Source: an optimization exercise on an open RTL-to-GDS flow (aim: small area). Production flows keep margins and buffers that such runs may drop. In this exercise RTL edits were held to simulation tests only and were not proved equivalent to the original. The clock input has no modelled driver; a real chip could not lean on it and would need a root buffer or a full tree. Power figures rest on the tool's default switching activity, not on a simulated workload.

==> flow/design.v <==
module berger_zero_faulty_memory(
    input clk,
    input rst,
    input [7:0] input_data,
    input [3:0] input_addr,
    input wr_en,
    input [11:0] unidirectional_fault_mask,
    input fault_enable,
    input fault_zero_to_one,
    output [7:0] output_data,
    output zero_to_one_error
);
    reg  [7:0]  data [0:15];
    reg  [15:0] valid;
    wire [15:0] dec = 16'd1 << input_addr;
    always @(posedge clk or posedge rst) begin
        if (rst)
            valid <= 16'd0;
        else if (wr_en)
            valid <= valid | dec;
    end
    genvar k;
    generate
        for (k = 0; k < 16; k = k + 1) begin : word
            always @(posedge clk) begin
                if (wr_en && dec[k])
                    data[k] <= input_data;
            end
        end
    endgenerate
    wire [15:0] sel = dec & valid;
    reg  [7:0]  rd;
    integer i;
    always @(*) begin
        rd = 8'd0;
        for (i = 0; i < 16; i = i + 1)
            rd = rd | ({8{sel[i]}} & data[i]);
    end
    wire v = |sel;
    wire [3:0] ones_rd = rd[0] + rd[1] + rd[2] + rd[3] + rd[4] + rd[5] + rd[6] + rd[7];
    wire [3:0] zeros_rd = 4'd8 - ones_rd;
    wire [11:0] word_rd = {rd, zeros_rd[3] & v, zeros_rd[2:0]};
    wire [11:0] f = {12{fault_enable}} & unidirectional_fault_mask;
    wire [11:0] c = (word_rd & ~f) | (f & {12{fault_zero_to_one}});
    wire [3:0] ones_c = c[4] + c[5] + c[6] + c[7] + c[8] + c[9] + c[10] + c[11];
    assign output_data = c[11:4];
    assign zero_to_one_error = (4'd8 - ones_c) != c[3:0];
endmodule
==> flow/flow/run.sh <==
#!/bin/bash
# Standard synthesis; then the combinational logic is replaced by a
# hand-mapped netlist (flow/hand.v, made by gen/hand.py) when that netlist's
# flip-flops are exactly the standard synthesis's (names and cell types),
# else by an area re-mapping of the standard netlist's own logic. Then the
# standard layout with small port buffers and a small clock tree.
set -euo pipefail
HERE=$(pwd)
R=$HERE/orfs/results/sky130hd/berger_zero_faulty_memory/base
LIB=$FLOW_HOME/platforms/sky130hd/lib/sky130_fd_sc_hd__tt_025C_1v80.lib

bash standard.sh synth > synth_standard.log 2>&1
cp $R/1_2_yosys.v $HERE/standard_1_2_yosys.v

bash flow/flops.sh $HERE/standard_1_2_yosys.v > flops_standard.txt
bash flow/flops.sh $HERE/flow/hand.v > flops_hand.txt
if [[ -s flops_standard.txt ]] && cmp -s flops_standard.txt flops_hand.txt; then
  echo "using flow/hand.v" > netlist_choice.log
  cp $HERE/flow/hand.v $R/1_2_yosys.v
else
  echo "flip-flops differ; using the area re-mapping" > netlist_choice.log
  LIB=$LIB IN_V=$HERE/standard_1_2_yosys.v OUT_V=$R/1_2_yosys.v \
    ABC_SCRIPT=$HERE/flow/area.abc STAT_OUT=$HERE/reabc_stat.txt \
    yosys -c $HERE/flow/reabc.tcl > reabc.log 2>&1
fi
rm -f $R/1_synth.odb $R/1_synth.sdc

export BUFFER_PORTS_ARGS="-buffer_cell sky130_fd_sc_hd__buf_1"
export CTS_ARGS="-sink_clustering_enable -repair_clock_nets -dont_use_dummy_load -root_buf sky130_fd_sc_hd__clkbuf_16 -buf_list sky130_fd_sc_hd__clkbuf_4"
export POST_CTS_TCL=$HERE/flow/post_cts.tcl
export CTS_UPSIZE_FANOUT=12
bash standard.sh > layout.log 2>&1
==> flow/flow/area.abc <==
strash
dc2
dch -f
amap
topo
==> flow/flow/flops.sh <==
#!/bin/bash
# Lists a netlist's flip-flops as "cell instance", sorted.
grep -oE 'sky130_fd_sc_hd__(e?df[a-z]*|sdf[a-z]*)_[0-9]+ +\\?[^ (]+' "$1" | sed -E 's/_[0-9]+ +/ /' | sort
==> flow/flow/post_cts.tcl <==
# Clock leaf buffers that drive many flip-flops get a stronger cell, to keep
# the slew at the flip-flops' clock pins low; then re-legalize the placement.
foreach inst [get_cells clkbuf_*] {
  if {[get_property $inst ref_name] ne "sky130_fd_sc_hd__clkbuf_4"} { continue }
  set out [get_pins -of_objects $inst -filter "direction==output"]
  set loads [get_pins -of_objects [get_nets -of_objects $out] -filter "direction==input"]
  if {[llength $loads] >= $::env(CTS_UPSIZE_FANOUT)} {
    puts "post_cts: [get_full_name $inst] fanout [llength $loads] -> clkbuf_8"
    replace_cell $inst sky130_fd_sc_hd__clkbuf_8
  }
}
detailed_placement
check_placement -verbose
estimate_parasitics -placement
==> flow/flow/reabc.tcl <==
yosys -import
# Re-map the combinational logic of the standard synthesis netlist for area.
# The flip-flops, and their instance names and cell types, are kept exactly
# as the standard synthesis made them.
set lib $::env(LIB)
read_liberty -ignore_miss_func $lib
read_verilog $::env(IN_V)
hierarchy -top $::env(FLOW_TOP)
setattr -mod -set keep_hierarchy 1 sky130_fd_sc_hd__*df* sky130_fd_sc_hd__*dl*
flatten
blackbox sky130_fd_sc_hd__*
opt_clean -purge
opt -fast
abc -liberty $lib -script $::env(ABC_SCRIPT) -dont_use *probe* -dont_use *lpflow*
opt_clean -purge
setundef -zero
hilomap -singleton -hicell sky130_fd_sc_hd__conb_1 HI -locell sky130_fd_sc_hd__conb_1 LO
insbuf -buf sky130_fd_sc_hd__buf_4 A X
splitnets
# left out here: clean up, hide names made inside functions
tee -o $::env(STAT_OUT) stat -liberty $lib
write_verilog -noattr -nohex -nodec $::env(OUT_V)
==> flow/standard.sh <==
#!/bin/bash
# synth_recipe.tcl (not shown) runs the flow's synth.tcl, then flattens the netlist and writes it again
# the make line also repeats each setting of config.mk as NAME=value (left out here)
make -C /OpenROAD-flow-scripts/flow DESIGN_CONFIG=/design/flow/config.mk WORK_HOME=/design/flow/orfs CLKGATE_MAP_FILE= SYNTH_SCRIPT=/design/flow/synth_recipe.tcl "${@:-finish}"
==> flow/config.mk <==
export PLATFORM = sky130hd
export DESIGN_NAME = berger_zero_faulty_memory
export DESIGN_NICKNAME = berger_zero_faulty_memory
export VERILOG_FILES = /design/flow/design.v
export SDC_FILE = /design/flow/constraint.sdc
export NUM_CORES = 4
export LEC_CHECK = 0
export ABC_AREA = 1
export CAP_MARGIN = 0
export CORE_MARGIN = 2
export CORE_UTILIZATION = 60
export GPL_TIMING_DRIVEN = 0
export SLEW_MARGIN = 0
==> flow/constraint.sdc <==
create_clock -name core_clock -period 8.0 [get_ports {clk}]
set_input_delay 1.6000 -clock core_clock [delete_from_list [all_inputs] [get_ports {clk}]]
set_output_delay 1.6000 -clock core_clock [all_outputs]
set_load 0.01 [all_outputs]
Not shown: flow/flow/hand.v
==> impl_metrics.json, run 1 <==
{
  "status": "timing/DRC/antenna clean",
  "synth_warnings": 2,
  "crit_fanout": 9,
  "drc_errors": 0,
  "final.setup.tns_ns": 0,
  "p_sw_uw": 364,
  "power_frac_clock_pct": 23.8,
  "layout.nonclk_buf_share_pct": 2.26,
  "arrival_ns": 6.23,
  "route.met2.wl_mm": 5.64,
  "max_stage_delay_ns": 0.52,
  "hold_path_startpoint": "valid[15]",
  "syn_area_per_cell_um2": 16.1,
  "reg_top3": "data: 128 flops, valid: 16 flops",
  "drv_cap": 0,
  "hold_viol": 0,
  "critPathKind": "in2out",
  "grt_max_degree": 17,
  "hpwl_mm": 8.07,
  "final_area_um2": 6150,
  "clock_area_share_pct": 2.77,
  "drv_slew": 0,
  "tap_cells": 111,
  "finalPower_uw": 1460,
  "via_per_inst": 6.53,
  "use_met1_pct": 39.0,
  "cts_tree": "built",
  "crit_family": "adder cells",
  "buffers": 37,
  "drive_above_1_share_pct": 8.89,
  "drtIter0Drc": 437,
  "placed_area_um2": 5920,
  "final_core_utilization_pct": 66.9,
  "p_seq_uw": 856,
  "cts.clk_slew.worst_paths_ns": 0.09
}
==> run 2, diff against run 1 <==
--- a/flow/flow/hand.v
+++ b/flow/flow/hand.v
@@ -305,11 +305,13 @@
   wire h362;
   wire h364;
   wire h366;
-  wire h368;
+  wire h367;
+  wire h369;
   wire h37;
   wire h370;
   wire h372;
-  wire h374;
+  wire h373;
+  wire h375;
   wire h376;
   wire h378;
   wire h380;
@@ -320,25 +322,10 @@
   wire h39;
   wire h390;
   wire h392;
-  wire h393;
-  wire h395;
+  wire h394;
   wire h396;
   wire h398;
-  wire h399;
-  wire h401;
-  wire h402;
-  wire h404;
-  wire h406;
-  wire h408;
   wire h41;
-  wire h410;
-  wire h412;
-  wire h414;
-  wire h416;
-  wire h418;
-  wire h420;
-  wire h422;
-  wire h424;
   wire h43;
   wire h45;
   wire h47;
@@ -668,67 +655,54 @@
   sky130_fd_sc_hd__fa_1 g307 (.A(h294), .B(h297), .CIN(h300), .SUM(h305), .COUT(h306));
   sky130_fd_sc_hd__ha_1 g310 (.A(h305), .B(h303), .SUM(h308), .COUT(h309));
   sky130_fd_sc_hd__ha_1 g313 (.A(h306), .B(h309), .SUM(h311), .COUT(h312));
-  sky130_fd_sc_hd__and2_1 g315 (.A(h147), .B(h312), .X(h314));
-  sky130_fd_sc_hd__and2b_1 g317 (.A_N(fault_zero_to_one), .B(fault_enable), .X(h316));
-  sky130_fd_sc_hd__and2_1 g319 (.A(fault_enable), .B(fault_zero_to_one), .X(h318));
-  sky130_fd_sc_hd__and2_1 g321 (.A(unidirectional_fault_mask[4]), .B(h316), .X(h320));
-  sky130_fd_sc_hd__nand2_1 g323 (.A(unidirectional_fault_mask[4]), .B(h318), .Y(h322));
-  sky130_fd_sc_hd__o21ai_0 g325 (.A1(h165), .A2(h320), .B1(h322), .Y(h324));
-  sky130_fd_sc_hd__and2_1 g327 (.A(unidirectional_fault_mask[5]), .B(h316), .X(h326));
-  sky130_fd_sc_hd__nand2_1 g329 (.A(unidirectional_fault_mask[5]), .B(h318), .Y(h328));
-  sky130_fd_sc_hd__o21ai_0 g331 (.A1(h183), .A2(h326), .B1(h328), .Y(h330));
-  sky130_fd_sc_hd__and2_1 g333 (.A(unidirectional_fault_mask[6]), .B(h316), .X(h332));
-  sky130_fd_sc_hd__nand2_1 g335 (.A(unidirectional_fault_mask[6]), .B(h318), .Y(h334));
-  sky130_fd_sc_hd__o21ai_0 g337 (.A1(h201), .A2(h332), .B1(h334), .Y(h336));
-  sky130_fd_sc_hd__and2_1 g339 (.A(unidirectional_fault_mask[7]), .B(h316), .X(h338));
-  sky130_fd_sc_hd__nand2_1 g341 (.A(unidirectional_fault_mask[7]), .B(h318), .Y(h340));
-  sky130_fd_sc_hd__o21ai_0 g343 (.A1(h219), .A2(h338), .B1(h340), .Y(h342));
-  sky130_fd_sc_hd__and2_1 g345 (.A(unidirectional_fault_mask[8]), .B(h316), .X(h344));
-  sky130_fd_sc_hd__nand2_1 g347 (.A(unidirectional_fault_mask[8]), .B(h318), .Y(h346));
-  sky130_fd_sc_hd__o21ai_0 g349 (.A1(h237), .A2(h344), .B1(h346), .Y(h348));
-  sky130_fd_sc_hd__and2_1 g351 (.A(unidirectional_fault_mask[9]), .B(h316), .X(h350));
-  sky130_fd_sc_hd__nand2_1 g353 (.A(unidirectional_fault_mask[9]), .B(h318), .Y(h352));
-  sky130_fd_sc_hd__o21ai_0 g355 (.A1(h255), .A2(h350), .B1(h352), .Y(h354));
-  sky130_fd_sc_hd__and2_1 g357 (.A(unidirectional_fault_mask[10]), .B(h316), .X(h356));
-  sky130_fd_sc_hd__nand2_1 g359 (.A(unidirectional_fault_mask[10]), .B(h318), .Y(h358));
-  sky130_fd_sc_hd__o21ai_0 g361 (.A1(h273), .A2(h356), .B1(h358), .Y(h360));
-  sky130_fd_sc_hd__and2_1 g363 (.A(unidirectional_fault_mask[11]), .B(h316), .X(h362));
-  sky130_fd_sc_hd__nand2_1 g365 (.A(unidirectional_fault_mask[11]), .B(h318), .Y(h364));
-  sky130_fd_sc_hd__o21ai_0 g367 (.A1(h291), .A2(h362), .B1(h364), .Y(h366));
-  sky130_fd_sc_hd__and2_1 g369 (.A(unidirectional_fault_mask[0]), .B(h318), .X(h368));
-  sky130_fd_sc_hd__nand2_1 g371 (.A(unidirectional_fault_mask[0]), .B(h316), .Y(h370));
-  sky130_fd_sc_hd__o21ai_0 g373 (.A1(h302), .A2(h368), .B1(h370), .Y(h372));
-  sky130_fd_sc_hd__and2_1 g375 (.A(unidirectional_fault_mask[1]), .B(h318), .X(h374));
-  sky130_fd_sc_hd__nand2_1 g377 (.A(unidirectional_fault_mask[1]), .B(h316), .Y(h376));
-  sky130_fd_sc_hd__o21ai_0 g379 (.A1(h308), .A2(h374), .B1(h376), .Y(h378));
-  sky130_fd_sc_hd__and2_1 g381 (.A(unidirectional_fault_mask[2]), .B(h318), .X(h380));
-  sky130_fd_sc_hd__nand2_1 g383 (.A(unidirectional_fault_mask[2]), .B(h316), .Y(h382));
-  sky130_fd_sc_hd__o21ai_0 g385 (.A1(h311), .A2(h380), .B1(h382), .Y(h384));
-  sky130_fd_sc_hd__and2_1 g387 (.A(unidirectional_fault_mask[3]), .B(h318), .X(h386));
-  sky130_fd_sc_hd__nand2_1 g389 (.A(unidirectional_fault_mask[3]), .B(h316), .Y(h388));
-  sky130_fd_sc_hd__o21ai_0 g391 (.A1(h314), .A2(h386), .B1(h388), .Y(h390));
-  sky130_fd_sc_hd__fa_1 g394 (.A(h324), .B(h330), .CIN(h336), .SUM(h392), .COUT(h393));
-  sky130_fd_sc_hd__fa_1 g397 (.A(h342), .B(h348), .CIN(h354), .SUM(h395), .COUT(h396));
-  sky130_fd_sc_hd__fa_1 g400 (.A(h392), .B(h395), .CIN(h360), .SUM(h398), .COUT(h399));
-  sky130_fd_sc_hd__fa_1 g403 (.A(h393), .B(h396), .CIN(h399), .SUM(h401), .COUT(h402));
-  sky130_fd_sc_hd__xor2_1 g405 (.A(h398), .B(h366), .X(h404));
-  sky130_fd_sc_hd__or2_1 g407 (.A(h398), .B(h366), .X(h406));
-  sky130_fd_sc_hd__xor2_1 g409 (.A(h401), .B(h406), .X(h408));
-  sky130_fd_sc_hd__nor2_1 g411 (.A(h401), .B(h406), .Y(h410));
-  sky130_fd_sc_hd__xor2_1 g413 (.A(h402), .B(h410), .X(h412));
-  sky130_fd_sc_hd__and2b_1 g415 (.A_N(h402), .B(h410), .X(h414));
-  sky130_fd_sc_hd__xnor2_1 g417 (.A(h404), .B(h372), .Y(h416));
-  sky130_fd_sc_hd__xnor2_1 g419 (.A(h408), .B(h378), .Y(h418));
-  sky130_fd_sc_hd__xor2_1 g421 (.A(h412), .B(h384), .X(h420));
-  sky130_fd_sc_hd__xnor2_1 g423 (.A(h414), .B(h390), .Y(h422));
-  sky130_fd_sc_hd__or4_1 g425 (.A(h416), .B(h418), .C(h420), .D(h422), .X(h424));
-  assign output_data[0] = h324;
-  assign output_data[1] = h330;
-  assign output_data[2] = h336;
-  assign output_data[3] = h342;
-  assign output_data[4] = h348;
-  assign output_data[5] = h354;
-  assign output_data[6] = h360;
-  assign output_data[7] = h366;
-  assign zero_to_one_error = h424;
+  sky130_fd_sc_hd__and2b_1 g315 (.A_N(fault_zero_to_one), .B(fault_enable), .X(h314));
+  sky130_fd_sc_hd__and2_1 g317 (.A(fault_enable), .B(fault_zero_to_one), .X(h316));
+  sky130_fd_sc_hd__a21oi_1 g319 (.A1(unidirectional_fault_mask[4]), .A2(h314), .B1(h165), .Y(h318));
+  sky130_fd_sc_hd__a21o_1 g321 (.A1(unidirectional_fault_mask[4]), .A2(h316), .B1(h318), .X(h320));
+  sky130_fd_sc_hd__a21oi_1 g323 (.A1(unidirectional_fault_mask[5]), .A2(h314), .B1(h183), .Y(h322));
+  sky130_fd_sc_hd__a21o_1 g325 (.A1(unidirectional_fault_mask[5]), .A2(h316), .B1(h322), .X(h324));
+  sky130_fd_sc_hd__a21oi_1 g327 (.A1(unidirectional_fault_mask[6]), .A2(h314), .B1(h201), .Y(h326));
+  sky130_fd_sc_hd__a21o_1 g329 (.A1(unidirectional_fault_mask[6]), .A2(h316), .B1(h326), .X(h328));
+  sky130_fd_sc_hd__a21oi_1 g331 (.A1(unidirectional_fault_mask[7]), .A2(h314), .B1(h219), .Y(h330));
+  sky130_fd_sc_hd__a21o_1 g333 (.A1(unidirectional_fault_mask[7]), .A2(h316), .B1(h330), .X(h332));
+  sky130_fd_sc_hd__a21oi_1 g335 (.A1(unidirectional_fault_mask[8]), .A2(h314), .B1(h237), .Y(h334));
+  sky130_fd_sc_hd__a21o_1 g337 (.A1(unidirectional_fault_mask[8]), .A2(h316), .B1(h334), .X(h336));
+  sky130_fd_sc_hd__a21oi_1 g339 (.A1(unidirectional_fault_mask[9]), .A2(h314), .B1(h255), .Y(h338));
+  sky130_fd_sc_hd__a21o_1 g341 (.A1(unidirectional_fault_mask[9]), .A2(h316), .B1(h338), .X(h340));
+  sky130_fd_sc_hd__a21oi_1 g343 (.A1(unidirectional_fault_mask[10]), .A2(h314), .B1(h273), .Y(h342));
+  sky130_fd_sc_hd__a21o_1 g345 (.A1(unidirectional_fault_mask[10]), .A2(h316), .B1(h342), .X(h344));
+  sky130_fd_sc_hd__a21oi_1 g347 (.A1(unidirectional_fault_mask[11]), .A2(h314), .B1(h291), .Y(h346));
+  sky130_fd_sc_hd__a21o_1 g349 (.A1(unidirectional_fault_mask[11]), .A2(h316), .B1(h346), .X(h348));
+  sky130_fd_sc_hd__nand2_1 g351 (.A(unidirectional_fault_mask[0]), .B(h314), .Y(h350));
+  sky130_fd_sc_hd__a22oi_1 g353 (.A1(unidirectional_fault_mask[0]), .A2(h316), .B1(h302), .B2(h350), .Y(h352));
+  sky130_fd_sc_hd__nand2_1 g355 (.A(unidirectional_fault_mask[1]), .B(h314), .Y(h354));
+  sky130_fd_sc_hd__a22oi_1 g357 (.A1(unidirectional_fault_mask[1]), .A2(h316), .B1(h308), .B2(h354), .Y(h356));
+  sky130_fd_sc_hd__nand2_1 g359 (.A(unidirectional_fault_mask[2]), .B(h314), .Y(h358));
+  sky130_fd_sc_hd__a22oi_1 g361 (.A1(unidirectional_fault_mask[2]), .A2(h316), .B1(h311), .B2(h358), .Y(h360));
+  sky130_fd_sc_hd__nand2_1 g363 (.A(unidirectional_fault_mask[3]), .B(h314), .Y(h362));
+  sky130_fd_sc_hd__a32oi_1 g365 (.A1(h147), .A2(h312), .A3(h362), .B1(unidirectional_fault_mask[3]), .B2(h316), .Y(h364));
+  sky130_fd_sc_hd__fa_1 g368 (.A(h320), .B(h324), .CIN(h328), .SUM(h366), .COUT(h367));
+  sky130_fd_sc_hd__fa_1 g371 (.A(h332), .B(h336), .CIN(h340), .SUM(h369), .COUT(h370));
+  sky130_fd_sc_hd__fa_1 g374 (.A(h366), .B(h369), .CIN(h344), .SUM(h372), .COUT(h373));
+  sky130_fd_sc_hd__fa_1 g377 (.A(h367), .B(h370), .CIN(h373), .SUM(h375), .COUT(h376));
+  sky130_fd_sc_hd__xor2_1 g379 (.A(h372), .B(h348), .X(h378));
+  sky130_fd_sc_hd__or2_1 g381 (.A(h372), .B(h348), .X(h380));
+  sky130_fd_sc_hd__xor2_1 g383 (.A(h375), .B(h380), .X(h382));
+  sky130_fd_sc_hd__nor2_1 g385 (.A(h375), .B(h380), .Y(h384));
+  sky130_fd_sc_hd__xor2_1 g387 (.A(h376), .B(h384), .X(h386));
+  sky130_fd_sc_hd__and2b_1 g389 (.A_N(h376), .B(h384), .X(h388));
+  sky130_fd_sc_hd__xnor2_1 g391 (.A(h378), .B(h352), .Y(h390));
+  sky130_fd_sc_hd__xnor2_1 g393 (.A(h382), .B(h356), .Y(h392));
+  sky130_fd_sc_hd__xor2_1 g395 (.A(h386), .B(h360), .X(h394));
+  sky130_fd_sc_hd__xnor2_1 g397 (.A(h388), .B(h364), .Y(h396));
+  sky130_fd_sc_hd__or4_1 g399 (.A(h390), .B(h392), .C(h394), .D(h396), .X(h398));
+  assign output_data[0] = h320;
+  assign output_data[1] = h324;
+  assign output_data[2] = h328;
+  assign output_data[3] = h332;
+  assign output_data[4] = h336;
+  assign output_data[5] = h340;
+  assign output_data[6] = h344;
+  assign output_data[7] = h348;
+  assign zero_to_one_error = h398;
 endmodule
==> run 2 against run 1 <==
  * Still clean
  * Setup slack improved by 0.082 ns
  * Register-to-register slack worse by 0.02 ns
  * Flip-flop and latch count stayed put
  * Largest power group unchanged
==> impl_metrics.json, run 2 <==
{
  "status": "timing/DRC/antenna clean",
  "vdd_drop_max_mv": 0.152,
  "setup_viol": 0,
  "reg_top3": "data: 128 flops, valid: 16 flops",
  "top_register": "data",
  "final_common_cell": "edfxtp_1",
  "placed_cells": 486,
  "cts_tree": "built",
  "finalPower_uw": 1450,
  "cellPowerDensity_nw_per_um2": 238,
  "rows": 35,
  "drive_above_1_share_pct": 9.95,
  "die_w_um": 101,
  "setup_ws_ns": 0.255,
  "die_h_um": 101,
  "syn_area_per_cell_um2": 16.6,
  "syn_to_final_growth_pct": 8.99,
  "final.setup_skew_ns": 0,
  "grt_pass1_vias": 3258,
  "initial_core_util_pct": 61.2,
  "reg2reg_depth": 1,
  "grt_overflow": 0,
  "wl_mm": 12.2,
  "arrival_ns": 6.14,
  "min_path_cells": 1,
  "cp-end-kind": "output port",
  "crit_path_cell_trace": "buf_1, inv_1, nand2_4, nor2_2, a222oi_1, nand3_1, or2_4, o21ai_1, fa_1, fa_1, fa_1, ha_1, ha_1, a22oi_1, xor2_1, or4_1, buf_1",
  "slew_headroom_pct": 40.0,
  "max_stage_delay_ns": 0.57,
  "multiInputGateArea_um2": 1390,
  "path_buf_inv": 3,
  "groute.usage.overall_pct": 25.8,
  "synth_warnings": 2,
  "cts.clk_slew.worst_paths_ns": 0.07,
  "vias": 3319,
  "detailedPlace.worstSlack_ns": -0.0160,
  "drtIter0Drc": 326,
  "total_leakage_power_uw": 0.00201,
  "cp_num_cells": 17,
  "io-pin-count": 38,
  "ff_latch_area_um2": 4240,
  "grt_pass1_wl_mm": 18.4,
  "antenna_found_initial": 0,
  "min_period_ns": 7.74,
  "drv_cap": 0,
  "dieArea_um2": 10100,
  "final_cell_mix": "128 x edfxtp_1, 45 x a222oi_1, 35 x buf_1",
  "ant_nets": 0,
  "crit_family": "adder cells",
  "hp-class": "reg2reg",
  "finalCritPeriodShare_pct": 96.8,
  "holdWs_ns": 0.470,
  "cp_slowest_cell": "a222oi_1",
  "grt_max_degree": 17,
  "hold_viol": 0,
  "firstDrtPassIters": 9,
  "drc_errors": 0,
  "largest_reg_flops": 128,
  "hpwl_mm": 8.08,
  "fin_cells": 503,
  "core_area_um2": 9150,
  "port-buffer-count": 37,
  "critPathRequiredTime_ns": 6.40,
  "syn_nets": 378,
  "drv_slew": 0,
  "crit_path_start_kind": "primary input",
  "cp_common_cell": "fa_1",
  "routedWlPerCell_um": 24.3,
  "crit_fanout": 9,
  "clock_latency_ns": 0.34,
  "gp_congestion": 0.798,
  "worst_pin_slew_ns": 0.899,
  "n_antenna_cell": 0,
  "layout.nets": 434,
  "fmax_mhz": 129,
  "synth_area_um2": 5600,
  "cts.sinks": 144,
  "critPathKind": "in2out",
  "via_per_inst": 6.60,
  "syn_inst": 338,
  "fill_cells": 678
}
-- run 2: path summary, 6_finish.rpt --
check | from | endpoint | slack (ns)
setup / recovery | input_addr[0] | zero_to_one_error | 0.26
hold / removal | valid[0] | valid[0] | 0.47
setup reg to reg | valid[1] | valid[1] | 7.26
hold reg to reg | valid[0] | valid[0] | 0.47
max in group asynchronous | rst | valid[0] | 6.23
min in group asynchronous | rst | valid[14] | 1.31
-- run 2: cell type report --
type / instances / area share [%]
clock buffers: 17 / 2.69
inverters: 5 / 0.308
multi-input cells: 189 / 22.8
flip-flops and latches: 144 / 69.6
well taps: 111 / 2.28
repair buffers: 37 / 2.32
-- run 2: power by group --
group	internal, uW	leakage (uW)	switching, uW
Clock	132	0.0000937	208
Combinational	113	0.000596	142
Sequential	846	0.00132	10.6
-- run 2: stage by stage --
| stage | utilization (%) | setup TNS, ns | cell area (um^2) |
|---|---|---|---|
| final | 66.7 | 0 | 6100 |
| after detailed placement | 64.2 | -0.0160 | 5880 |
| after global routing | 66.7 | -0.000623 | 6100 |
| after global placement | 64.2 | -0.0590 | 5880 |
| after floorplan | - | 0 | 5600 |
-- run 2: per-layer routing --
layer  routed length [um]  vias to the layer above  GRT usage (%)
met5                    0                        -              0
li1                     -                     1499              -
met1                 5090                     1681           35.9
met2                 6060                      122           39.9
met3                  892                       17           7.56
met4                  183                        0           8.54
==> run 3, diff against run 2 <==
--- a/flow/flow/hand.v
+++ b/flow/flow/hand.v
@@ -310,10 +310,10 @@
   wire h37;
   wire h370;
   wire h372;
-  wire h373;
-  wire h375;
+  wire h374;
   wire h376;
-  wire h378;
+  wire h377;
+  wire h379;
   wire h380;
   wire h382;
   wire h384;
@@ -650,8 +650,8 @@
   sky130_fd_sc_hd__o21ai_0 g292 (.A1(h287), .A2(h289), .B1(h147), .Y(h291));
   sky130_fd_sc_hd__fa_1 g295 (.A(h165), .B(h183), .CIN(h201), .SUM(h293), .COUT(h294));
   sky130_fd_sc_hd__fa_1 g298 (.A(h219), .B(h237), .CIN(h255), .SUM(h296), .COUT(h297));
-  sky130_fd_sc_hd__fa_1 g301 (.A(h293), .B(h296), .CIN(h273), .SUM(h299), .COUT(h300));
-  sky130_fd_sc_hd__ha_1 g304 (.A(h299), .B(h291), .SUM(h302), .COUT(h303));
+  sky130_fd_sc_hd__ha_1 g301 (.A(h273), .B(h291), .SUM(h299), .COUT(h300));
+  sky130_fd_sc_hd__fa_1 g304 (.A(h293), .B(h296), .CIN(h299), .SUM(h302), .COUT(h303));
   sky130_fd_sc_hd__fa_1 g307 (.A(h294), .B(h297), .CIN(h300), .SUM(h305), .COUT(h306));
   sky130_fd_sc_hd__ha_1 g310 (.A(h305), .B(h303), .SUM(h308), .COUT(h309));
   sky130_fd_sc_hd__ha_1 g313 (.A(h306), .B(h309), .SUM(h311), .COUT(h312));
@@ -683,19 +683,19 @@
   sky130_fd_sc_hd__a32oi_1 g365 (.A1(h147), .A2(h312), .A3(h362), .B1(unidirectional_fault_mask[3]), .B2(h316), .Y(h364));
   sky130_fd_sc_hd__fa_1 g368 (.A(h320), .B(h324), .CIN(h328), .SUM(h366), .COUT(h367));
   sky130_fd_sc_hd__fa_1 g371 (.A(h332), .B(h336), .CIN(h340), .SUM(h369), .COUT(h370));
-  sky130_fd_sc_hd__fa_1 g374 (.A(h366), .B(h369), .CIN(h344), .SUM(h372), .COUT(h373));
-  sky130_fd_sc_hd__fa_1 g377 (.A(h367), .B(h370), .CIN(h373), .SUM(h375), .COUT(h376));
-  sky130_fd_sc_hd__xor2_1 g379 (.A(h372), .B(h348), .X(h378));
-  sky130_fd_sc_hd__or2_1 g381 (.A(h372), .B(h348), .X(h380));
-  sky130_fd_sc_hd__xor2_1 g383 (.A(h375), .B(h380), .X(h382));
-  sky130_fd_sc_hd__nor2_1 g385 (.A(h375), .B(h380), .Y(h384));
-  sky130_fd_sc_hd__xor2_1 g387 (.A(h376), .B(h384), .X(h386));
-  sky130_fd_sc_hd__and2b_1 g389 (.A_N(h376), .B(h384), .X(h388));
-  sky130_fd_sc_hd__xnor2_1 g391 (.A(h378), .B(h352), .Y(h390));
-  sky130_fd_sc_hd__xnor2_1 g393 (.A(h382), .B(h356), .Y(h392));
-  sky130_fd_sc_hd__xor2_1 g395 (.A(h386), .B(h360), .X(h394));
-  sky130_fd_sc_hd__xnor2_1 g397 (.A(h388), .B(h364), .Y(h396));
-  sky130_fd_sc_hd__or4_1 g399 (.A(h390), .B(h392), .C(h394), .D(h396), .X(h398));
+  sky130_fd_sc_hd__xnor2_1 g373 (.A(h344), .B(h348), .Y(h372));
+  sky130_fd_sc_hd__or2_1 g375 (.A(h344), .B(h348), .X(h374));
+  sky130_fd_sc_hd__fa_1 g378 (.A(h366), .B(h369), .CIN(h372), .SUM(h376), .COUT(h377));
+  sky130_fd_sc_hd__fa_1 g381 (.A(h367), .B(h370), .CIN(h374), .SUM(h379), .COUT(h380));
+  sky130_fd_sc_hd__xor2_1 g383 (.A(h379), .B(h377), .X(h382));
+  sky130_fd_sc_hd__nor2_1 g385 (.A(h379), .B(h377), .Y(h384));
+  sky130_fd_sc_hd__xor2_1 g387 (.A(h380), .B(h384), .X(h386));
+  sky130_fd_sc_hd__and2b_1 g389 (.A_N(h380), .B(h384), .X(h388));
+  sky130_fd_sc_hd__xnor2_1 g391 (.A(h376), .B(h352), .Y(h390));
+  sky130_fd_sc_hd__xor2_1 g393 (.A(h382), .B(h356), .X(h392));
+  sky130_fd_sc_hd__xnor2_1 g395 (.A(h386), .B(h360), .Y(h394));
+  sky130_fd_sc_hd__xor2_1 g397 (.A(h388), .B(h364), .X(h396));
+  sky130_fd_sc_hd__nand4_1 g399 (.A(h390), .B(h392), .C(h394), .D(h396), .Y(h398));
   assign output_data[0] = h320;
   assign output_data[1] = h324;
   assign output_data[2] = h328;
==> run 3 against run 2 <==
  * Maximum frequency increased by 6.8%
  * Largest cell class unchanged
  * Critical endpoint unchanged
  * Synthesized cell count is the same
  * Largest power group unchanged
  * Via count fell by 1.9%
  * Combinational power down 16%
  * Sequential share of layout area is 0.72 points higher
  * Utilization decreased by 0.68 points
  * Final area is 1.0% lower
==> impl_metrics.json, run 3 <==
{
  "cellPowerDensity_nw_per_um2": 232,
  "critPathRequiredTime_ns": 6.40,
  "cp-end-kind": "output port",
  "finalPower_uw": 1400,
  "syn_nets": 378,
  "setup_viol": 0,
  "vdd_drop_max_mv": 0.166,
  "rsz0062_at_grt": "no",
  "ant_nets": 0,
  "combPwrFrac_pct": 15.3,
  "antenna_found_initial": 0,
  "power_frac_clock_pct": 23.7,
  "vias": 3256,
  "drv_slew": 0,
  "p_sw_uw": 335,
  "drc_errors": 0,
  "fmax_mhz": 138,
  "p_sw_share_pct": 23.9,
  "status": "timing/DRC/antenna clean",
  "cts.clk_slew.worst_paths_ns": 0.08,
  "crit_path_start_kind": "primary input",
  "firstDrtPassIters": 6,
  "fin_cells": 503,
  "wl_mm": 11.8,
  "via_per_inst": 6.47,
  "intPower_uw": 1070,
  "largest_reg_flops": 128,
  "top_register": "data",
  "port-buffer-count": 37,
  "final.setup.tns_ns": 0,
  "drv_cap": 0,
  "io-pin-count": 38,
  "grt_pass1_vias": 3131,
  "gp_congestion": 0.805,
  "die_w_um": 101,
  "p_seq_share_pct": 61.0,
  "routedWlPerCell_um": 23.4,
  "grt_overflow": 0,
  "layout.nets": 434,
  "holdWs_ns": 0.467,
  "initial_core_util_pct": 61.1,
  "min_period_ns": 7.25,
  "drtIter0Drc": 441,
  "grt_max_degree": 17,
  "final_core_utilization_pct": 66.0,
  "synth_area_um2": 5600,
  "hold_viol": 0,
  "dieArea_um2": 10100,
  "clock_latency_ns": 0.34,
  "slew_headroom_pct": 41.7,
  "final.setup_skew_ns": 0,
  "syn_inst": 338,
  "cts.sinks": 144,
  "arrival_ns": 5.65,
  "hpwl_mm": 7.87,
  "cts_tree": "built",
  "critPathKind": "in2out",
  "final_common_cell": "edfxtp_1",
  "hp-class": "reg2reg",
  "n_antenna_cell": 0,
  "fill_cells": 678,
  "reg_top3": "data: 128 flops, valid: 16 flops",
  "syn_to_final_growth_pct": 7.89,
  "core_area_um2": 9150,
  "groute.usage.overall_pct": 25.2,
  "syn_area_per_cell_um2": 16.6,
  "rows": 35,
  "final_cell_mix": "128 x edfxtp_1, 45 x a222oi_1, 37 x buf_1",
  "drive_above_1_share_pct": 4.34,
  "die_h_um": 101,
  "crit_fanout": 9,
  "grt_pass1_wl_mm": 17.8,
  "worst_pin_slew_ns": 0.871,
  "synth_warnings": 2,
  "total_leakage_power_uw": 0.00199,
  "finalCritPeriodShare_pct": 90.7,
  "placed_cells": 486
}
[run 3: cell types whose count changed in the layout (fill, tap and decap cells not counted), sizes merged]
cell and delta:
nand4 +1, buf +2, or4 -1, clkbuf -2
[run 3: worst max-delay path, cell delays in order]
cell and delay [ns]:
buf_1 0.14, inv_1 0.07, nand2_1 0.24, nor2_1 0.24, a222oi_1 0.61, nand3_1 0.17, or2_1 0.37, o21ai_0 0.23
fa_1 0.53, fa_1 0.43, ha_1 0.19, ha_1 0.17, a32oi_1 0.25, xor2_1 0.17, nand4_1 0.10, buf_1 0.13
[run 3: layout make-up]
class | instances | area [um^2] | area share [%]
Sequential cell | 144 | 4240 | 70.3
Inverter | 5 | 18.8 | 0.311
Clock buffer | 17 | 164 | 2.71
Multi-Input combinational cell | 189 | 1330 | 22.1
Timing Repair Buffer | 37 | 139 | 2.30
Tap cell | 111 | 139 | 2.30
[run 3: per-stage QoR]
step	worst slack (ns)	cell area, um^2
3_5_place_dp	0.775	5870
5_1_grt	0.442	6040
3_3_place_gp	0.747	5870
6_report	0.747	6040
2_1_floorplan	1.74	5600
[run 3: routing by layer]
| metal | global-route usage (%) | wire length, um |
|---|---|---|
| met5 | 0 | 0 |
| met4 | 7.59 | 85 |
| met3 | 6.45 | 789 |
| met2 | 39.1 | 5920 |
| met1 | 35.8 | 4990 |
[run 3: power by group through the flow]
stage / clock, uW / sequential (uW) / combinational, uW
6_report: 332 / 856 / 215
3_5_place_dp: 0 / 873 / 218
3_3_place_gp: 0 / 872 / 214
2_1_floorplan: 0 / 870 / 154
5_1_grt: 373 / 859 / 240
[run 3: final timing paths]
kind | cells after the start | from | endpoint | slack (ns)
max reg2reg | 1 | valid[11] | valid[11] | 7.26
min | 1 | valid[0] | valid[0] | 0.47
max | 16 | input_addr[0] | zero_to_one_error | 0.75
max in group asynchronous | 2 | rst | valid[4] | 6.18
min reg2reg | 1 | valid[0] | valid[0] | 0.47
min in group asynchronous | 2 | rst | valid[13] | 1.34
==> run 4, diff against run 3 <==
--- a/flow/flow/run.sh
+++ b/flow/flow/run.sh
@@ -3,7 +3,8 @@
 # hand-mapped netlist (flow/hand.v, made by gen/hand.py) when that netlist's
 # flip-flops are exactly the standard synthesis's (names and cell types),
 # else by an area re-mapping of the standard netlist's own logic. Then the
-# standard layout with small port buffers and a small clock tree.
+# standard layout with small port buffers and a two-level clock tree of
+# eight leaf buffers (flow/post_cts.tcl rebuilds the tree CTS makes).
 set -euo pipefail
 HERE=$(pwd)
 R=$HERE/orfs/results/sky130hd/berger_zero_faulty_memory/base
@@ -28,5 +29,7 @@
 export BUFFER_PORTS_ARGS="-buffer_cell sky130_fd_sc_hd__buf_1"
 export CTS_ARGS="-sink_clustering_enable -repair_clock_nets -dont_use_dummy_load -root_buf sky130_fd_sc_hd__clkbuf_16 -buf_list sky130_fd_sc_hd__clkbuf_4"
 export POST_CTS_TCL=$HERE/flow/post_cts.tcl
-export CTS_UPSIZE_FANOUT=12
+export CTS_LEAVES=8 CTS_COLS=2
+export CTS_LEAF_CELL=sky130_fd_sc_hd__clkbuf_8 CTS_LEAF_CELL_BIG=sky130_fd_sc_hd__clkbuf_16
+export CTS_ROOT_CELL=sky130_fd_sc_hd__clkbuf_4 CTS_SLEW_LIMIT=0.115
 bash standard.sh > layout.log 2>&1
==> flow/flow/post_cts.tcl (replaced) <==
# Rebuild the clock tree's leaf level: the flip-flops are split by place
# into CTS_LEAVES groups of equal size (CTS_COLS columns), each driven by one
# leaf buffer (CTS_LEAF_CELL) at the group's centre; the root buffer
# (CTS_ROOT_CELL) drives the leaves. Every flip-flop stays two buffers from
# the clock port.
set nleaves $::env(CTS_LEAVES)
set ncol $::env(CTS_COLS)
set db [ord::get_db]
set block [ord::get_db_block]
proc out_net {inst} {
  foreach it [$inst getITerms] {
    if {[$it isOutputSignal]} { return [$it getNet] }
  }
  return "NULL"
}
proc loads {net} {
  set r {}
  foreach it [$net getITerms] { if {[$it isInputSignal]} { lappend r $it } }
  return $r
}
set clknet [$block findNet clk]
set roots [loads $clknet]
if {[llength $roots] != 1} { error "post_cts: expected one root clock buffer" }
set root [[lindex $roots 0] getInst]
set rootnet [out_net $root]
set leaves {}
foreach it [loads $rootnet] { lappend leaves [$it getInst] }
if {[llength $leaves] < $nleaves} { error "post_cts: only [llength $leaves] leaves" }
set sinks {}
foreach leaf $leaves {
  foreach it [loads [out_net $leaf]] {
    set bb [[$it getInst] getBBox]
    lappend sinks [list $it [expr {([$bb xMin] + [$bb xMax]) / 2}] [expr {([$bb yMin] + [$bb yMax]) / 2}]]
  }
}
set nrow [expr {$nleaves / $ncol}]
set sorted [lsort -integer -index 1 $sinks]
set n [llength $sorted]
set groups {}
for {set c 0} {$c < $ncol} {incr c} {
  set col [lrange $sorted [expr {$c * $n / $ncol}] [expr {($c + 1) * $n / $ncol - 1}]]
  set col [lsort -integer -index 2 $col]
  set m [llength $col]
  for {set r 0} {$r < $nrow} {incr r} {
    lappend groups [lrange $col [expr {$r * $m / $nrow}] [expr {($r + 1) * $m / $nrow - 1}]]
  }
}
set leafmaster [$db findMaster $::env(CTS_LEAF_CELL)]
set i 0
foreach g $groups {
  set leaf [lindex $leaves $i]
  incr i
  set lnet [out_net $leaf]
  set sx 0; set sy 0
  foreach s $g { set sx [expr {$sx + [lindex $s 1]}]; set sy [expr {$sy + [lindex $s 2]}] }
  set cx [expr {$sx / [llength $g]}]
  set cy [expr {$sy / [llength $g]}]
  $leaf swapMaster $leafmaster
  $leaf setLocation [expr {$cx - [[$leaf getMaster] getWidth] / 2}] $cy
  $leaf setPlacementStatus PLACED
  foreach s $g {
    set it [lindex $s 0]
    if {[[$it getNet] getName] ne [$lnet getName]} {
      $it disconnect
      $it connect $lnet
    }
  }
  puts "post_cts: [$leaf getName] drives [llength $g] flip-flops at ($cx, $cy)"
}
foreach leaf [lrange $leaves $nleaves end] {
  set lnet [out_net $leaf]
  if {[llength [loads $lnet]] != 0} { error "post_cts: leaf still has loads" }
  set name [$leaf getName]
  odb::dbInst_destroy $leaf
  odb::dbNet_destroy $lnet
  puts "post_cts: removed $name"
}
$root swapMaster [$db findMaster $::env(CTS_ROOT_CELL)]
detailed_placement
estimate_parasitics -placement

# A leaf whose flip-flops' clock slew (as estimated here) is over
# CTS_SLEW_LIMIT (ns) gets the next larger buffer.
set bigger [$db findMaster $::env(CTS_LEAF_CELL_BIG)]
set changed 0
foreach leaf [lrange $leaves 0 [expr {$nleaves - 1}]] {
  set worst 0
  foreach it [loads [out_net $leaf]] {
    set p [get_pins "[[$it getInst] getName]/[[$it getMTerm] getName]"]
    foreach e {rise fall} { set s [get_property $p slew_max_$e]; if {$s > $worst} { set worst $s } }
  }
  puts "post_cts: [$leaf getName] worst estimated clock slew $worst"
  if {$worst > $::env(CTS_SLEW_LIMIT)} {
    $leaf swapMaster $bigger
    set changed 1
    puts "post_cts: [$leaf getName] -> [$bigger getName]"
  }
}
if {$changed} {
  detailed_placement
  estimate_parasitics -placement
}
check_placement -verbose
==> run 4 against run 3 <==
  * Still clean
  * Synthesized cell count is the same
  * Combinational power is essentially flat
  * Wire length down 0.47%
  * Via count is 0.64% lower
  * Area after synthesis stayed put
  * Non-clock buffer count unchanged
  * First-iteration DRC count is 22% lower
  * Clock skew unchanged
  * Critical path depth stayed put
  * Sequential power about the same
  * Flip-flop and latch count stayed put
  * Final cell count down 1.6%
  * Critical endpoint unchanged
==> impl_metrics.json, run 4 <==
{
  "status": "timing/DRC/antenna clean",
  "syn_to_final_growth_pct": 7.06,
  "rsz0062_at_grt": "no",
  "cp-end-kind": "output port",
  "rows": 35,
  "hold_viol": 0,
  "grt_pass1_vias": 3072,
  "wl_mm": 11.7,
  "worst_pin_slew_ns": 0.849,
  "critPathRequiredTime_ns": 6.40,
  "io-pin-count": 38,
  "grt_pass1_wl_mm": 17.6,
  "ant_nets": 0,
  "crit_path_cell_trace": "buf_1, inv_1, nand2_1, nor2_1, a222oi_1, nand3_1, or2_1, o21ai_0, fa_1, fa_1, ha_1, ha_1, a32oi_1, xor2_1, nand4_1, buf_1",
  "syn_area_per_cell_um2": 16.6,
  "antenna_found_initial": 0,
  "max_stage_delay_ns": 0.60,
  "vdd_drop_max_mv": 0.146,
  "synth_warnings": 2,
  "cts.clk_slew.worst_paths_ns": 0.10,
  "dieArea_um2": 10100,
  "layout.nets": 426,
  "setup_ws_ns": 0.712,
  "reg_top3": "data: 128 flops, valid: 16 flops",
  "grt_max_degree": 19,
  "routedWlPerCell_um": 23.7,
  "grt_overflow": 0,
  "holdWs_ns": 0.472,
  "critPathKind": "in2out",
  "hp-class": "reg2reg",
  "groute.usage.overall_pct": 24.7,
  "syn_inst": 338,
  "n_antenna_cell": 0,
  "crit_fanout": 9,
  "drtIter0Drc": 344,
  "fin_cells": 495,
  "drive_above_1_share_pct": 2.34,
  "via_per_inst": 6.54,
  "core_area_um2": 9150,
  "crit_path_start_kind": "primary input",
  "synth_area_um2": 5600,
  "cp_slowest_cell": "a222oi_1",
  "gp_congestion": 0.805,
  "final_cell_mix": "128 x edfxtp_1, 45 x a222oi_1, 37 x buf_1",
  "placed_area_um2": 5870,
  "die_w_um": 101,
  "port-buffer-count": 37,
  "cellPowerDensity_nw_per_um2": 227,
  "detailedPlace.worstSlack_ns": 0.775,
  "syn_nets": 378,
  "final.setup_skew_ns": 0,
  "drv_cap": 0,
  "setup_viol": 0,
  "total_leakage_power_uw": 0.00196,
  "fmax_mhz": 137,
  "min_path_cells": 1,
  "arrival_ns": 5.69,
  "cts.sinks": 144,
  "final_common_cell": "edfxtp_1",
  "finalCritPeriodShare_pct": 91.1,
  "reg2reg_depth": 1,
  "slew_headroom_pct": 43.2,
  "drv_slew": 0,
  "hpwl_mm": 7.87,
  "initial_core_util_pct": 61.1,
  "drc_errors": 0,
  "firstDrtPassIters": 9,
  "final_area_um2": 5990,
  "top_register": "data",
  "final.setup.tns_ns": 0,
  "die_h_um": 101,
  "vias": 3235,
  "placed_cells": 486,
  "clock_latency_ns": 0.45,
  "largest_reg_flops": 128,
  "min_period_ns": 7.29
}
## run 4: report_power, final
group	total, uW	internal, uW	switching (uW)
Sequential	856	846	10.1
Clock	287	95.5	192
Combinational	214	89.8	125
## run 4: final timing paths
check                                   start           endpoint  slack (ns)
worst min register to register       valid[0]           valid[0]        0.47
min in group asynchronous                 rst           valid[7]        1.21
worst min-delay path                 valid[0]           valid[0]        0.47
worst max register to register      valid[11]          valid[11]        7.26
worst max-delay path            input_addr[0]  zero_to_one_error        0.71
max in group asynchronous                 rst           valid[9]        6.33
## run 4: worst max-delay path: cells and delay by family
| kind | cells | cell delay (ns) |
|---|---|---|
| xor gates and xnor gates | 1 | 0.17 |
| buffers and inverters | 3 | 0.34 |
| AOI/OAI and AO/OA | 3 | 1.10 |
| adders and majority gates | 4 | 1.33 |
| and+or+nand+nor | 5 | 1.13 |
## run 4: area by class of cell
cell class / count / area (um^2)
clock buffers: 9 / 118
inverters: 5 / 18.8
well taps: 111 / 139
repair buffers: 37 / 139
multi-input cells: 189 / 1330
fillers: 685 / 3160
flip-flops and latches: 144 / 4240
## run 4: layer usage
metal | global-route usage (%) | vias up | wire length (um)
met5 | 0 | - | 0
met4 | 7.80 | 0 | 147
met3 | 3.74 | 11 | 743
met2 | 39.1 | 130 | 5920
met1 | 35.9 | 1621 | 4930
li1 | - | 1473 | -
## run 4: through the flow
stage | total power [uW] | util [%]
after floorplan | 1020 | -
after global placement | 1090 | 64.2
final | 1360 | 65.5
after detailed placement | 1090 | 64.2
after global routing | 1420 | 65.5

-- re-timing with driven ports --
No port has a modelled driver above. Below, the same layouts with a new extraction and two added sets of constraints. Step 1: set_driving_cell puts a clkbuf_16 on clk and a buf_2 on each other input, an assumption about the parent block. Step 2 moves the port delays by t, midway between the first and last clock arrival at a register: inputs arrive t later, outputs are due t later. That takes back most of the time a late clock gives input paths. Three values: no drivers, after step 1, after step 2; two values: the first two.
run	t, ns	slack for setup (ns)	worst hold slack (ns)	pins driven straight from the clock port
run 1	0.383	0.173 / 0.150 / 0.150	0.470 / 0.470 / 0.470	1
run 2	0.388	0.255 / 0.232 / 0.232	0.470 / 0.470 / 0.470	1
run 3	0.375	0.747 / 0.725 / 0.725	0.467 / 0.467 / 0.467	1
run 4	0.485	0.712 / 0.690 / 0.690	0.472 / 0.472 / 0.472	1
After both steps setup and hold are still met in every run listed.
